What follows belongs to an exercise in optimizing a design on an open flow for small area; a production flow would make more cautious choices. Function was checked by simulation only, so behaviour that the tests miss may differ from the original. No activity file was given, so power comes from the tool's default toggle rates.

## flow/design.v (module list and top-level ports; edited modules follow where they fit)
// module DivFreq: 13 lines
// module Cronometro: 38 lines
// module Barrido: 19 lines
// module Comparador: 78 lines
// module UART: 74 lines
// module PWM: 31 lines
// module BCDSSeg: 24 lines
// module LCD_Controller: 72 lines
// module LCD_TEXT: 195 lines
// module Reset_Delay: 19 lines
// module Pantallas: 536 lines
// module Cambio: 27 lines
// module PILLOUT: 313 lines
module PILLOUT(clk,
					rst,
					filas,
					columnas,
					RX,
					TX,
					Servo1,
					Servo2,
					Bocina,
					HEX0,
					dis,
					LCD_RW, 
					LCD_EN, 
					LCD_RS, 
					LCD_DATA);
  // ...
==> flow/run.sh <==
#!/bin/bash
# synth_recipe.tcl (not shown) runs the flow's synth.tcl, then flattens the netlist and writes it again
# the make line also repeats each setting of config.mk as NAME=value (left out here)
make -C /OpenROAD-flow-scripts/flow DESIGN_CONFIG=/design/flow/config.mk WORK_HOME=/design/flow/orfs CLKGATE_MAP_FILE= SYNTH_SCRIPT=/design/flow/synth_recipe.tcl finish
==> flow/config.mk <==
export PLATFORM = sky130hd
export DESIGN_NAME = PILLOUT
export DESIGN_NICKNAME = PILLOUT
export VERILOG_FILES = /design/flow/design.v
export SDC_FILE = /design/flow/constraint.sdc
export NUM_CORES = 4
export LEC_CHECK = 0
export CAP_MARGIN = 20
export CORE_MARGIN = 2
export CORE_UTILIZATION = 45
export SLEW_MARGIN = 20
==> flow/constraint.sdc <==
create_clock -name core_clock -period 10.0 [get_ports {clk}]
set_input_delay 2.0000 -clock core_clock [delete_from_list [all_inputs] [get_ports {clk}]]
set_output_delay 2.0000 -clock core_clock [all_outputs]
set_load 0.01 [all_outputs]
==> flow_metrics.py, run 1 <==
metrics = {
    "run_status": {
        "status": "timing/DRC/antenna clean",
    },
    "grt": {
        "use_met2_pct": 48.81,
    },
    "drt": {
        "wl_met3_um": 18000,
        "wire_per_inst_um": 31.17,
    },
    "power_and_ir_drop": {
        "pg_comb_mw": 0.391,
        "p_clk_share_pct": 44.1,
    },
    "finish": {
        "num_antenna_cells": 0,
        "multi_input_cells": 2967,
        "nNonClkInverters": 127,
    },
    "sta": {
        "fin_skew_ns": 0.03595,
        "whs_ns": 0.4377,
        "worst_slack_ns": 3.714,
        "worst_pin_slew_ns": 1.147,
        "final_max_slew_viol_count": 0,
    },
    "placement": {
        "pre_cts_ws_ns": 4.058,
    },
    "setup_path": {
        "crit_buf_inv": 0,
        "cp_slowest_cell": "edfxtp_1",
        "crit_arrival_ns": 6.79,
        "crit_type": "register to register",
        "rrSetupSlack_ns": 3.71,
    },
    "yosys": {
        "synth_compound_area_share_pct": 18.84,
        "synth-seq-cells": 663,
        "async_flop_share_pct": 0,
        "syn_avg_cell_area_um2": 9.943,
    },
    "hold_path": {
        "hp-class": "register to register",
        "worstHoldStart": "comp.numeros[1]",
    },
    "floorplan": {
        "die_area_um2": 92320,
        "ios": 34,
    },
    "flow_run": {
        "maxCapViolCount": 0,
    },
    "clocking": {
        "cts_tree": "built",
    },
}
==> module PILLOUT, before the edit <==
module PILLOUT(clk,
					rst,
					filas,
					columnas,
					RX,
					TX,
					Servo1,
					Servo2,
					Bocina,
					HEX0,
					dis,
					LCD_RW, 
					LCD_EN, 
					LCD_RS, 
					LCD_DATA);
input	clk;
input	rst;
input  [3:0]filas;
output [3:0]columnas;
input RX;
output TX;
output Servo1;
output Servo2;
output Bocina;
output dis;
output [6:0] HEX0;
output  [7:0] LCD_DATA;
output LCD_RW;
output LCD_EN;
output LCD_RS;
wire [4:0]num;
wire Done;
wire [15:0]tiempo;
wire tcarry;
wire DLY_RST;
wire clk_10k;
wire baud;
wire [2:0]cnt;
wire [31:0]tag;
wire done;
wire [719:0] DATOS;
wire chg;
assign Bocina = 1'b0;
assign dis    = 1'b0;
parameter MenuPrin 	 = 0;
parameter NewUser1 	 = 1;
parameter NewUser2 	 = 2;
parameter RFID1    	 = 3; 
parameter RFID2    	 = 4;
parameter Medicamento = 5;
function [116:0] pack(input [128:0] i);
	pack = {i[128:93], i[91:85], i[82:69], i[67:61], i[58:45], i[43:37], i[34:21], i[19:13], i[10:0]};
endfunction
function [128:0] unpack(input [116:0] p);
	unpack = {p[116:81], 1'b0, p[80:74], 2'b00, p[73:60], 1'b0, p[59:53], 2'b00,
	          p[52:39], 1'b0, p[38:32], 2'b00, p[31:18], 1'b0, p[17:11], 2'b00, p[10:0]};
endfunction
reg [2:0]state_s;
reg [1:0]posi_s;
reg [2:0]posiH_s;
reg in_s;
reg [8:0]contador_s;
reg RST_s;
reg [3:0]med_s;
reg [1:0]user_s;
reg validate_s;
reg info128_s;       
reg [116:0] U0_s, U1_s, U2_s;
reg [115:0] U3_s;
reg [4:0] num_i;
reg done_i;
reg rstd;
wire [128:0] U3_full = unpack({1'b0, U3_s});
wire [514:0] Usuarios = {U3_full[127:0], unpack(U2_s), unpack(U1_s), unpack(U0_s)};
reg [128:0] info_rd;
always @(*) begin
	case(user_s)
		2'h0: info_rd = Usuarios[128:0];
		2'h1: info_rd = Usuarios[257:129];
		2'h2: info_rd = Usuarios[386:258];
		default: info_rd = {1'b0, Usuarios[514:387]};
	endcase
end
wire [128:0] info_show = {info128_s, info_rd[127:0]};
reg [2:0]state;
reg [1:0]posi;
reg [2:0]posiH;
reg in;
reg [8:0]contador;
reg RST;
reg [3:0]med;
reg [128:0]info;
reg [1:0]user;
reg validate;
always @(*) begin
state = state_s;
posi = posi_s;
posiH = posiH_s;
in = in_s;
contador = contador_s;
RST = RST_s;
med = med_s;
user = user_s;
validate = validate_s;
if(state == 0) med = num_i;
info = info_rd;
case(state)
	MenuPrin:begin
					if(num_i == 5'h11) begin
						state = 1;
						info[0] = 1;  
					if(Usuarios[0]   == 0) begin user=2'h0; end
					else if(Usuarios[129] == 0) begin user=2'h1; end
					else if(Usuarios[258] == 0) begin user=2'h2; end
					else if(Usuarios[387] == 0) begin user=2'h3; end
					else state = 0;
					end
					if(num_i == 5'h12) begin state = 4; RST = 0; end
			end
	NewUser1:begin
				if(in == 0 && num_i == 5'h1B) begin
					state = 0; 
					posi = 0; 
					posiH = 0; 
					if( validate == 0)info = 0;
					else validate = 0;
				end
				if(in == 0)begin
					if(posi == 0 || (num_i == 5'h1C && posi == 2'b10)) posi = 2'b01;
					else if((num_i == 5'h1D && posi == 2'b01) || (num_i == 5'h1c && posi == 2'b11)) posi = 2'b10;
					else if(num_i == 5'h1D && posi == 2'b10) posi = 2'b11;
				end
				if((num_i == 5'h1A && (posi == 2'b01 || posi == 2'b10))|| in == 1)begin
				in = 1;
					if((num_i == 5'h1E && posiH == 3'b000) || (num_i == 5'h1F && posiH == 3'b010)) posiH = 3'b001;
					else if((num_i == 5'h1E && posiH == 3'b001) || (num_i == 5'h1F && posiH == 3'b011)) posiH = 3'b010;
					else if((num_i == 5'h1E && posiH == 3'b010) || (num_i == 5'h1F && posiH == 3'b100)) posiH = 3'b011;
					else if((num_i == 5'h1E && posiH == 3'b011) || (num_i == 5'h1F && posiH == 3'b101)) posiH = 3'b100;
					else if((num_i == 5'h1E && posiH == 3'b100)) posiH = 3'b101;			
					else if(num_i == 5'h1F && posiH == 3'b001) posiH = 3'b000;		
					if(posi == 2'b01 && num_i[4]==1'b1 && num_i[3:0] <= 4'h9)begin
						case(posiH)
							3'b000: info[4:1] = num_i[3:0];
							3'b001: info[8:5] = num_i[3:0];
							3'b010: if(num_i[3:0] < 4'h3 && info[16:13] < 4'h4)info[12:9] = num_i[3:0];
							3'b011: begin 
									  if(info[12:9] != 4'h2) info[16:13] = num_i[3:0];
										else if(num_i[3:0] < 4'h4) info[16:13] = num_i[3:0];
									  end
							3'b100: if(num_i[3:0] < 4'h6)info[20:17] = num_i[3:0];		
							3'b101: info[24:21] = num_i[3:0];				
						endcase						
					end
					if(posi == 2'b10 && num_i[4]==1'b1 && num_i[3:0] <= 4'h9)begin
					case(posiH)
						3'b000: info[28:25] = num_i[3:0];
						3'b001: info[32:29] = num_i[3:0];
						3'b010: if(num_i[3:0] < 4'h3 && info[40:37] < 4'h4)info[36:33] = num_i[3:0];
						3'b011: begin 
									if(info[36:33] != 4'h2) info[40:37] = num_i[3:0];
									else if(num_i[3:0] < 4'h4)info[40:37] = num_i[3:0];
								  end
						3'b100: if(num_i[3:0] < 4'h6)info[44:41] = num_i[3:0];
						3'b101: info[48:45] = num_i[3:0];				
					endcase
					end
					if(num_i == 5'h1B)begin in=0; posiH = 3'b000; end
				end	
				if(in == 0 && posi==2'b11 && num_i == 5'h1A)  begin state = 2; posi = 0; posiH = 0;end	
				end
	NewUser2:begin
				if(in == 0 && num_i == 5'h1B) begin
					state = 0; 
					posi = 0; 
					posiH = 0; 
					if( validate == 0)begin
					info = 0;
					end else validate = 0;
				end
				if(in ==	0)begin
					if(num_i == 5'h1C && posi == 2'b01) posi = 2'b00;
					if((num_i == 5'h1D && posi == 2'b00) || (num_i == 5'h1C && posi == 2'b10)) posi = 2'b01;
					else if((num_i == 5'h1D && posi == 2'b01) || (num_i == 5'h1c && posi == 2'b11)) posi = 2'b10;
					else if(num_i == 5'h1D && posi == 2'b10 && validate == 0) posi = 2'b11;
				end
				if((num_i == 5'h1A && (posi == 2'b01 || posi == 2'b10)) || in == 1)begin
				in = 1;
					if((num_i == 5'h1E && posiH == 3'b000) || (num_i == 5'h1F && posiH == 3'b010)) posiH = 3'b001;
					else if((num_i == 5'h1E && posiH == 3'b001) || (num_i == 5'h1F && posiH == 3'b011)) posiH = 3'b010;
					else if((num_i == 5'h1E && posiH == 3'b010) || (num_i == 5'h1F && posiH == 3'b100)) posiH = 3'b011;
					else if((num_i == 5'h1E && posiH == 3'b011) || (num_i == 5'h1F && posiH == 3'b101)) posiH = 3'b100;
					else if((num_i == 5'h1E && posiH == 3'b100)) posiH = 3'b101;			
					else if(num_i == 5'h1F && posiH == 3'b001) posiH = 3'b000;		
					if(posi == 2'b01 && num_i[4]==1'b1 && num_i[3:0] <= 4'h9)begin
						case(posiH)
							3'b000: info[52:49] = num_i[3:0];
							3'b001: info[56:53] = num_i[3:0];
							3'b010: if(num_i[3:0] < 4'h3 && info[64:61] < 4'h4)info[60:57] = num_i[3:0];
							3'b011: begin 
									  if(info[60:57] != 4'h2) info[64:61] = num_i[3:0];
										else if(num_i[3:0] < 4'h4) info[64:61] = num_i[3:0];
									  end
							3'b100: if(num_i[3:0] < 4'h6)info[68:65] = num_i[3:0];		
							3'b101: info[72:69] = num_i[3:0];				
						endcase
					end
					if(posi == 2'b10 && num_i[4]==1'b1 && num_i[3:0] <= 4'h9)begin
					case(posiH)
						3'b000: info[76:73] = num_i[3:0];
						3'b001: info[80:77] = num_i[3:0];
						3'b010: if(num_i[3:0] < 4'h3 && info[88:85] < 4'h4)info[84:81] = num_i[3:0];
						3'b011: begin 
									if(info[84:81] != 4'h2) info[88:85] = num_i[3:0];
									else if(num_i[3:0] < 4'h4)info[88:85] = num_i[3:0];
								  end
						3'b100: if(num_i[3:0] < 4'h6)info[92:89] = num_i[3:0];
						3'b101: info[96:93] = num_i[3:0];				
					endcase
					end
				end
				if(num_i == 5'h1B)begin in=0; posiH = 3'b000; end
				if(in == 0 && num_i == 5'h1A)begin
					if(posi==2'b11)begin
					state = 3; 
					RST = 0;
					end else if(posi == 2'b00) state = 1;
					posi = 0; posiH = 0;
				end
				end
	RFID1: 	begin
					RST = 1;
					if(num_i == 5'h1b) state = 2;					
					info[128:97] = tag[31:0];
					in = done_i;
						if(in == 1)begin
						contador = contador + 1;
							if(contador == 'd500) begin 
							state = 0; 
							contador = 0;
							in = 0;
							end
						end
				end
	RFID2:	begin
					RST = 1;
					if(num_i == 5'h1b) state = 0;	
					if(done_i)begin
						case(tag)
							Usuarios[128:97]:  begin user = 2'h0; state = 1; in = 0; validate = 1; info[128:97] = tag[31:0];end
							Usuarios[257:226]: begin user = 2'h1; state = 1; in = 0; validate = 1; info[128:97] = tag[31:0];end
							Usuarios[386:355]: begin user = 2'h2; state = 1; in = 0; validate = 1; info[128:97] = tag[31:0];end
							Usuarios[514:483]: begin user = 2'h3; state = 1; in = 0; validate = 1; info[128:97] = tag[31:0];end
							default: begin
								in = 1;
								RST = 0;
							end
						endcase
					end
				end
endcase
if(rstd) begin
state = 0;
posi = 0;
posiH = 0;
in = 0;
contador = 0;
RST = 1;
med = 0;
info = 0;
user = 0;
validate = 0;
end
end
wire [116:0] info_pk = pack(info);
wire chg_now;
always @(posedge clk) begin
	if(rst) rstd <= 1'b1;
	else if(clk_10k) rstd <= 1'b0;
	if(clk_10k) begin
		state_s <= state;
		posi_s <= posi;
		posiH_s <= posiH;
		in_s <= in;
		contador_s <= contador;
		RST_s <= RST;
		med_s <= med;
		user_s <= user;
		validate_s <= validate;
		info128_s <= info[128];
		num_i <= num;
		done_i <= done;
		if(rstd || user == 2'h0) U0_s <= pack(info);
		if(rstd || user == 2'h1) U1_s <= pack(info);
		if(rstd || user == 2'h2) U2_s <= pack(info);
		if(rstd || user == 2'h3) U3_s <= info_pk[115:0];
	end
end
DivFreq 	div0 (clk, rst, cnt, clk_10k, baud);
Cronometro cronometro1(clk, rst, clk_10k, tiempo, tcarry);
Pantallas  dis1(DATOS, state_s, info_show, {2'b00, user_s}, posi_s, posiH_s, in_s, validate_s, tiempo);
Cambio     cmb (chg_now, state_s, info_show, user_s, posi_s, posiH_s, in_s, validate_s, tcarry,
                state, info, user, posi, posiH, in, validate);
reg chg_q;
always @(posedge clk) chg_q <= clk_10k & chg_now;
assign chg = chg_q;
LCD_TEXT    LCD1(clk, DLY_RST & ~rst, LCD_DATA, LCD_RW, LCD_EN, LCD_RS, DATOS, Done);
Reset_Delay r0 (clk, rst, DLY_RST, Done, chg);
Barrido 	bar  (clk, rst, clk_10k, columnas);
Comparador  comp (clk, rst, clk_10k, filas, columnas, num);
UART RFID(clk, rst, baud, clk_10k, RX, TX, RST, tag, done);
PWM servos(clk, rst, cnt, Servo1, Servo2, med);
BCDSSeg sseg(num[3:0], HEX0);
endmodule
==> run 2: changes to the inputs <==
--- a/flow/design.v
+++ b/flow/design.v
@@ -1192,5 +1192,5 @@
 reg validate_s;
-reg info128_s;       
-reg [116:0] U0_s, U1_s, U2_s;
-reg [115:0] U3_s;
+reg [116:0] rec_s;
+reg [3:0] used_s;
+reg [31:0] tag0_s, tag1_s, tag2_s, tag3_s;
 reg [4:0] num_i;
@@ -1198,14 +1198,16 @@
 reg rstd;
-wire [128:0] U3_full = unpack({1'b0, U3_s});
-wire [514:0] Usuarios = {U3_full[127:0], unpack(U2_s), unpack(U1_s), unpack(U0_s)};
-reg [128:0] info_rd;
+wire [128:0] info_show = unpack(rec_s);
+wire [128:0] info_rd = {info_show[128] & (user_s != 2'h3), info_show[127:0]};
+reg [514:0] Usuarios;
 always @(*) begin
-	case(user_s)
-		2'h0: info_rd = Usuarios[128:0];
-		2'h1: info_rd = Usuarios[257:129];
-		2'h2: info_rd = Usuarios[386:258];
-		default: info_rd = {1'b0, Usuarios[514:387]};
-	endcase
+	Usuarios = 515'd0;
+	Usuarios[0]       = used_s[0];
+	Usuarios[128:97]  = tag0_s;
+	Usuarios[129]     = used_s[1];
+	Usuarios[257:226] = tag1_s;
+	Usuarios[258]     = used_s[2];
+	Usuarios[386:355] = tag2_s;
+	Usuarios[387]     = used_s[3];
+	Usuarios[514:483] = tag3_s;
 end
-wire [128:0] info_show = {info128_s, info_rd[127:0]};
 reg [2:0]state;
@@ -1399,3 +1401,2 @@
 end
-wire [116:0] info_pk = pack(info);
 wire chg_now;
@@ -1414,9 +1415,9 @@
 		validate_s <= validate;
-		info128_s <= info[128];
 		num_i <= num;
 		done_i <= done;
-		if(rstd || user == 2'h0) U0_s <= pack(info);
-		if(rstd || user == 2'h1) U1_s <= pack(info);
-		if(rstd || user == 2'h2) U2_s <= pack(info);
-		if(rstd || user == 2'h3) U3_s <= info_pk[115:0];
+		rec_s <= pack(info);
+		if(rstd || user == 2'h0) begin used_s[0] <= info[0]; tag0_s <= info[128:97]; end
+		if(rstd || user == 2'h1) begin used_s[1] <= info[0]; tag1_s <= info[128:97]; end
+		if(rstd || user == 2'h2) begin used_s[2] <= info[0]; tag2_s <= info[128:97]; end
+		if(rstd || user == 2'h3) begin used_s[3] <= info[0]; tag3_s <= info[127:96]; end
 	end
--- a/flow/config.mk
+++ b/flow/config.mk
@@ -10,2 +10,3 @@
 export CORE_UTILIZATION = 45
+export CTS_BUF_LIST = sky130_fd_sc_hd__clkbuf_2 sky130_fd_sc_hd__clkbuf_4
 export SLEW_MARGIN = 20
==> flow_metrics.py, run 2 <==
metrics = {
    "clocking": {
        "clockBufferDepth": 3,
        "cts-hold-fix-buffers": 0,
        "cts_tree": "built",
        "cts-resized-gates": 0,
        "clock_latency_ns": 1.00,
        "clkSinkCount": 444,
        "clkTransAtPathRegs_ns": 0.07,
        "cts_buffers": 116,
        "cts_setup_buffers": 0,
        "h-tree-depth": 3,
        "cts_root_buf": "clkbuf_4",
    },
    "setup_path": {
        "crit_type": "register to register",
        "reg2regPathDepth": 16,
        "end_kind": "register",
        "crit_arrival_ns": 6.79,
        "worstPathRequired_ns": 10.86,
        "path_max_fanout": 21,
        "worstSetupStartpointType": "register",
    },
    "floorplan": {
        "core_area_um2": 67040,
        "die_area_um2": 69560,
        "die_x_um": 263.7,
        "start_util_pct": 45.29,
        "ios": 34,
        "die_h_um": 263.7,
        "rows": 95,
    },
    "drt": {
        "firstDrtPassIters": 9,
        "route.detailed.drc": 0,
        "vias": 32030,
        "wl_um": 141500,
        "wire_per_inst_um": 30.86,
        "drtIter0Drc": 4701,
        "via_per_inst": 6.985,
        "postRouteAntennaNets": 0,
    },
    "yosys": {
        "synth_edf_count": 281,
        "netlist_area_um2": 30360,
        "synth-seq-cells": 444,
        "yosysTopAreaCell": "edfxtp_1",
        "synthCells": 3654,
        "synth_commonest_cells": "nor2_1, nand2_1, edfxtp_1, o21ai_0, a21oi_1",
        "synth.yosys.seq_area_share_pct": 38.54,
        "ys.flop_type": "edfxtp_1",
        "yosys_warnings": 13,
        "syn_avg_cell_area_um2": 8.309,
        "yosysMostFrequentCell": "nor2_1",
        "synth_top_area_share_pct": 27.79,
        "ys_top_cells_by_area": "edfxtp_1, dfxtp_1, nor2_1, nand2_1, xor2_1",
        "async_flop_share_pct": 0,
        "synth.distinct_cells": 100,
    },
    "finish": {
        "drive_gt1_share_pct": 9.162,
        "layout_commonest_cell": "nand2_1",
        "finish.instance_area_um2": 32980,
        "area_growth_syn_to_layout_pct": 8.617,
        "nNetsFinal": 3678,
        "largest_reg_flops": 117,
        "regMostFlops": "rec_s",
        "final_cell_mix": "nand2_1, nor2_1, edfxtp_1",
    },
    "power_and_ir_drop": {
        "ir_drop_uv": 135.8,
        "p_leak_nw": 11.42,
        "power.density_nw_per_um2": 120.6,
    },
    "grt": {
        "antenna_found_initial": 7,
        "grt_max_degree": 72,
        "grt_pass1_vias": 30240,
        "globalRouteOverflowTotal": 0,
        "grtUsageTotal_pct": 39.33,
        "grt_pass1_wl_um": 205000,
    },
    "sta": {
        "slew_headroom_pct": 18.42,
        "min_period_ns": 5.938,
        "setup_tns_ns": 0,
        "worst_pin_slew_ns": 1.219,
        "rsz0062_at_grt": "false",
        "finalHoldViolations": 0,
        "final_max_slew_viol_count": 0,
        "fin_skew_ns": 0.09193,
        "min_period_over_period_pct": 59.38,
        "max_freq_mhz": 168.4,
        "setup_violations": 0,
    },
    "run_status": {
        "status": "timing/DRC/antenna clean",
    },
    "placement": {
        "gp_congestion": 1.056,
        "placedInstanceArea_um2": 31250,
        "io_buffers": 29,
        "dp_hpwl_um": 100200,
    },
    "hold_path": {
        "hold_depth": 1,
        "hp-class": "register to register",
    },
    "flow_run": {
        "maxCapViolCount": 0,
    },
}
-- run 2: final timing paths --
kind                                   from     endpoint  slack [ns]
worst max-delay path               num_i[2]        chg_q        4.06
worst min-delay path            div0.cnt[0]  div0.cnt[0]        0.44
worst max register to register     num_i[2]        chg_q        4.06
worst min register to register  div0.cnt[0]  div0.cnt[0]        0.44
-- run 2: area by class of cell --
type	count	area, um2
fillers	6515	34060
multi-input cells	2830	17270
flip-flops and latches	444	11710
clock buffers	170	1276
well taps	873	1092
repair buffers	102	868.3
inverters	105	399.1
clock inverters	49	330.3
diodes	13	32.53
-- run 2: report_power, final --
part	leakage (nW)	internal (mW)	switching [mW]
Combinational	6.49	0.0644	0.171
Sequential	3.98	1.97	0.0448
Clock	0.950	0.876	0.851
-- run 2: logic make-up (layout without fill, tap and decap cells) --
group                    Yosys count  in the layout  synth area share, %
adder cells (fa/ha/maj)           73             73                3.000
multiplexers                      25             25               0.8407
flip-flops                       444            444                38.54
XOR/XNOR                         201            201                5.798
AND/OR/NAND/NOR                 1393           1393                21.97
AO/OA/AOI/OAI                   1134           1134                24.83
other                              1             17              0.01235
buffers and inverters            383            426                5.007
-- run 2: layer usage --
metal / global-route usage, % / vias up / wire (um)
met5: 0 / - / 58
met4: 21.21 / 4 / 9330
met3: 10.63 / 566 / 16850
met2: 58.72 / 2400 / 60170
met1: 51.86 / 15390 / 55120
li1: - / 13680 / -
-- run 2: critical path, stage by stage, from the launching register on --
cell and delay, ns:
edfxtp_1 0.91, nand3_1 0.47, nor2_1 0.35, a21o_1 0.16, a21boi_0 0.12, or2_2 0.36, ha_1 0.38, a31oi_1 0.27
nor4_1 0.95, nand3_1 0.22, a22oi_1 0.23, o21ai_1 0.07, nand4b_1 0.20, nor4_1 0.46, and3_1 0.24, a41oi_1 0.17
o31a_1 0.30
-- run 2: metrics by stage --
step | setup slack, ns | util [%] | power (mW) | std cells | hold WS [ns]
6_report | 4.062 | 49.19 | 3.978 | 4586 | 0.4375
5_1_grt | 3.797 | 49.15 | 4.103 | 4576 | 0.4716
4_1_cts | 4.212 | 49.02 | 3.995 | 4571 | 0.4436
3_5_place_dp | 4.219 | 46.62 | 2.276 | 4352 | 0.4284
3_3_place_gp | 4.322 | 46.62 | 2.271 | 4352 | 0.4122
2_1_floorplan | 2.359 | - | 2.183 | 3657 | 0.4019
==> run 3: changes to the inputs <==
--- a/flow/config.mk
+++ b/flow/config.mk
@@ -10,3 +10,2 @@
 export CORE_UTILIZATION = 45
-export CTS_BUF_LIST = sky130_fd_sc_hd__clkbuf_2 sky130_fd_sc_hd__clkbuf_4
 export SLEW_MARGIN = 20
==> flow_metrics.py, run 3 <==
metrics = {
    "sta": {
        "final_max_slew_viol_count": 0,
        "worst_pin_slew_ns": 1.267,
        "min_period_over_period_pct": 59.56,
        "max_freq_mhz": 167.9,
        "slew_headroom_pct": 15.20,
        "finalHoldViolations": 0,
        "setup_tns_ns": 0,
        "setup_violations": 0,
        "rsz0062_at_grt": "false",
        "fin_skew_ns": 0.06453,
        "min_period_ns": 5.956,
    },
    "placement": {
        "dp_hpwl_um": 100200,
        "gp_congestion": 1.056,
        "io_buffers": 29,
    },
    "grt": {
        "grtUsageTotal_pct": 39.14,
        "grt_pass1_vias": 29770,
        "globalRouteOverflowTotal": 0,
        "grt_max_degree": 72,
        "grt_pass1_wl_um": 204300,
        "antenna_found_initial": 4,
    },
    "clocking": {
        "clkSinkCount": 444,
        "cts_setup_buffers": 0,
        "cts_root_buf": "clkbuf_16",
        "cts_buffers": 51,
        "clock_latency_ns": 0.67,
        "cts-resized-gates": 0,
        "cts-hold-fix-buffers": 0,
        "h-tree-depth": 2,
        "clockBufferDepth": 3,
        "cts_tree": "built",
        "clkTransAtPathRegs_ns": 0.07,
    },
    "drt": {
        "drtIter0Drc": 4652,
        "wl_um": 141100,
        "firstDrtPassIters": 9,
        "postRouteAntennaNets": 0,
        "route.detailed.drc": 0,
        "via_per_inst": 7.086,
        "vias": 31530,
        "wire_per_inst_um": 31.70,
    },
    "hold_path": {
        "hp-class": "register to register",
        "worstHoldStart": "div0.cnt[0]",
        "hold_depth": 1,
        "min_to": "div0.cnt[0]",
    },
    "flow_run": {
        "maxCapViolCount": 0,
    },
    "finish": {
        "drive_gt1_share_pct": 6.404,
        "fill_cells": 6431,
        "layout_commonest_cell": "nand2_1",
        "final_cell_mix": "nand2_1, nor2_1, edfxtp_1",
        "nNetsFinal": 3612,
        "largest_reg_flops": 117,
        "regMostFlops": "rec_s",
        "area_growth_syn_to_layout_pct": 8.869,
    },
    "setup_path": {
        "slowest_delay_ns": 0.95,
        "crit_arrival_ns": 6.51,
        "worstPathCellList": "nand3_1, nor2_1, a21o_1, a21boi_0, or2_2, ha_1, a31oi_1, nor4_1, nand3_1, a22oi_1, o21ai_1, nand4b_1, nor4_1, and3_1, a41oi_1, o31a_1",
        "worstPathRequired_ns": 10.55,
        "cp_slowest_cell": "nor4_1",
        "critical-path-top-delay-family": "simple AND/OR/NAND/NOR gates",
        "reg2regPathDepth": 16,
        "crit_type": "register to register",
        "worstSetupStartpointType": "register",
        "crit_buf_inv": 0,
        "rrSetupSlack_ns": 4.04,
        "r2r-end": "chg_q",
        "r2r-start": "num_i[2]",
        "end_kind": "register",
        "path_max_fanout": 21,
    },
    "yosys": {
        "synth.yosys.seq_area_share_pct": 38.54,
        "yosys_warnings": 13,
        "synth.distinct_cells": 100,
        "synth-seq-cells": 444,
        "ys.flop_type": "edfxtp_1",
        "yosysTopAreaCell": "edfxtp_1",
        "netlist_area_um2": 30360,
        "syn_avg_cell_area_um2": 8.309,
        "synthCells": 3654,
        "synth_commonest_cells": "nor2_1, nand2_1, edfxtp_1, o21ai_0, a21oi_1",
        "synth_top_area_share_pct": 27.79,
        "synth_edf_count": 281,
        "yosysMostFrequentCell": "nor2_1",
        "async_flop_share_pct": 0,
        "ys_top_cells_by_area": "edfxtp_1, dfxtp_1, nor2_1, nand2_1, xor2_1",
    },
    "power_and_ir_drop": {
        "combPwrFrac_pct": 5.6,
        "power.density_nw_per_um2": 127.2,
        "power_mw": 4.204,
        "swShare_pct": 25.11,
        "power_frac_seq_pct": 48.0,
        "p_int_mw": 3.149,
        "ir_drop_uv": 163.7,
        "power_switching_mw": 1.056,
        "p_leak_nw": 11.30,
        "p_clk_share_pct": 46.5,
    },
    "run_status": {
        "status": "timing/DRC/antenna clean",
    },
    "floorplan": {
        "start_util_pct": 45.29,
        "die_h_um": 263.7,
        "ios": 34,
        "die_area_um2": 69560,
        "die_x_um": 263.7,
        "rows": 95,
        "core_area_um2": 67040,
    },
}
==> run 3: power groups by stage <==
stage | logic [mW] | clock network [mW] | registers [mW]
6_report | 0.235 | 1.95 | 2.02
5_1_grt | 0.247 | 2.04 | 2.02
4_1_cts | 0.225 | 1.98 | 2.01
3_5_place_dp | 0.224 | 0 | 2.05
3_3_place_gp | 0.219 | 0 | 2.05
2_1_floorplan | 0.151 | 0 | 2.03
==> run 3: worst max-delay path by stage <==
stage                           start        end  depth (start not counted)
final                        num_i[2]      chg_q                         16
after detailed placement     num_i[2]      chg_q                         15
after CTS                    num_i[2]      chg_q                         15
after global routing         num_i[2]      chg_q                         18
after global placement       num_i[2]      chg_q                         15
after floorplan           div0.cnt[0]  tag2_s[0]                          8
==> run 3: kinds of logic (layout without fill, tap and decap cells) <==
| kind of cell | after synthesis | count (layout) | synth area share, % |
|---|---|---|---|
| AND/OR/NAND/NOR | 1393 | 1393 | 21.97 |
| buffers and inverters | 383 | 302 | 5.007 |
| XOR/XNOR | 201 | 201 | 5.798 |
| multiplexers | 25 | 25 | 0.8407 |
| other | 1 | 5 | 0.01235 |
| adder cells (fa/ha/maj) | 73 | 73 | 3.000 |
| flip-flops | 444 | 444 | 38.54 |
| AO/OA/AOI/OAI | 1134 | 1134 | 24.83 |
==> run 3: final cells by class <==
class | count | area, um2 | area share (%)
Antenna cell | 1 | 2.502 | 0.007571
Clock buffer | 64 | 1366 | 4.134
Clock inverter | 32 | 374.1 | 1.132
Inverter | 105 | 399.1 | 1.208
Multi-Input combinational cell | 2830 | 17270 | 52.26
Sequential cell | 444 | 11710 | 35.41
Tap cell | 873 | 1092 | 3.305
Timing Repair Buffer | 101 | 840.8 | 2.544
==> run 3: layer usage <==
layer,GRT usage (%),part of all wire [%]
met5,0,0
met4,20.50,6.3
met3,9.704,12
met2,58.49,43
met1,52.34,40
==> run 3: metrics by stage <==
stage / std cells / hold slack, ns / utilization [%] / instance area, um2 / worst slack (ns)
detailed placement: 4352 / 0.4284 / 46.62 / 31250 / 4.219
CTS: 4448 / 0.4423 / 49.22 / 32990 / 4.202
finish: 4450 / 0.4364 / 49.30 / 33050 / 4.044
global route: 4449 / 0.4495 / 49.30 / 33050 / 3.849
global placement: 4352 / 0.4122 / 46.62 / 31250 / 4.322
floorplan: 3657 / 0.4019 / - / 30370 / 2.359

## afterwards: timing with drivers on the ports
In the flow no input, the clock included, has a driving cell. The finished layouts below were timed again as built, in two steps. Step 1 assumes that a clkbuf_16 drives the clock port and a buf_2 every other input. Step 2, shift: input delay + t, output delay - t, t = (earliest + latest rising clock arrival at the registers) / 2. This alone moves slack from input paths to output paths. a / b / c = ideal ports / drivers / drivers and shift; a / b = the first two.
run	shift t [ns]	slack for setup (ns)	clock arrival spread, ns	worst data-port slew with drivers (ns)	pins driven straight from the clock port
run 1	0.721	3.714 / 3.714 / 3.714	0.036 / 0.036	0.04	1
run 2	1.020	4.062 / 4.062 / 4.062	0.092 / 0.092	0.04	1
run 3	0.706	4.044 / 4.044 / 4.044	0.066 / 0.066	0.04	1
After both steps setup and hold are still met in every run listed.
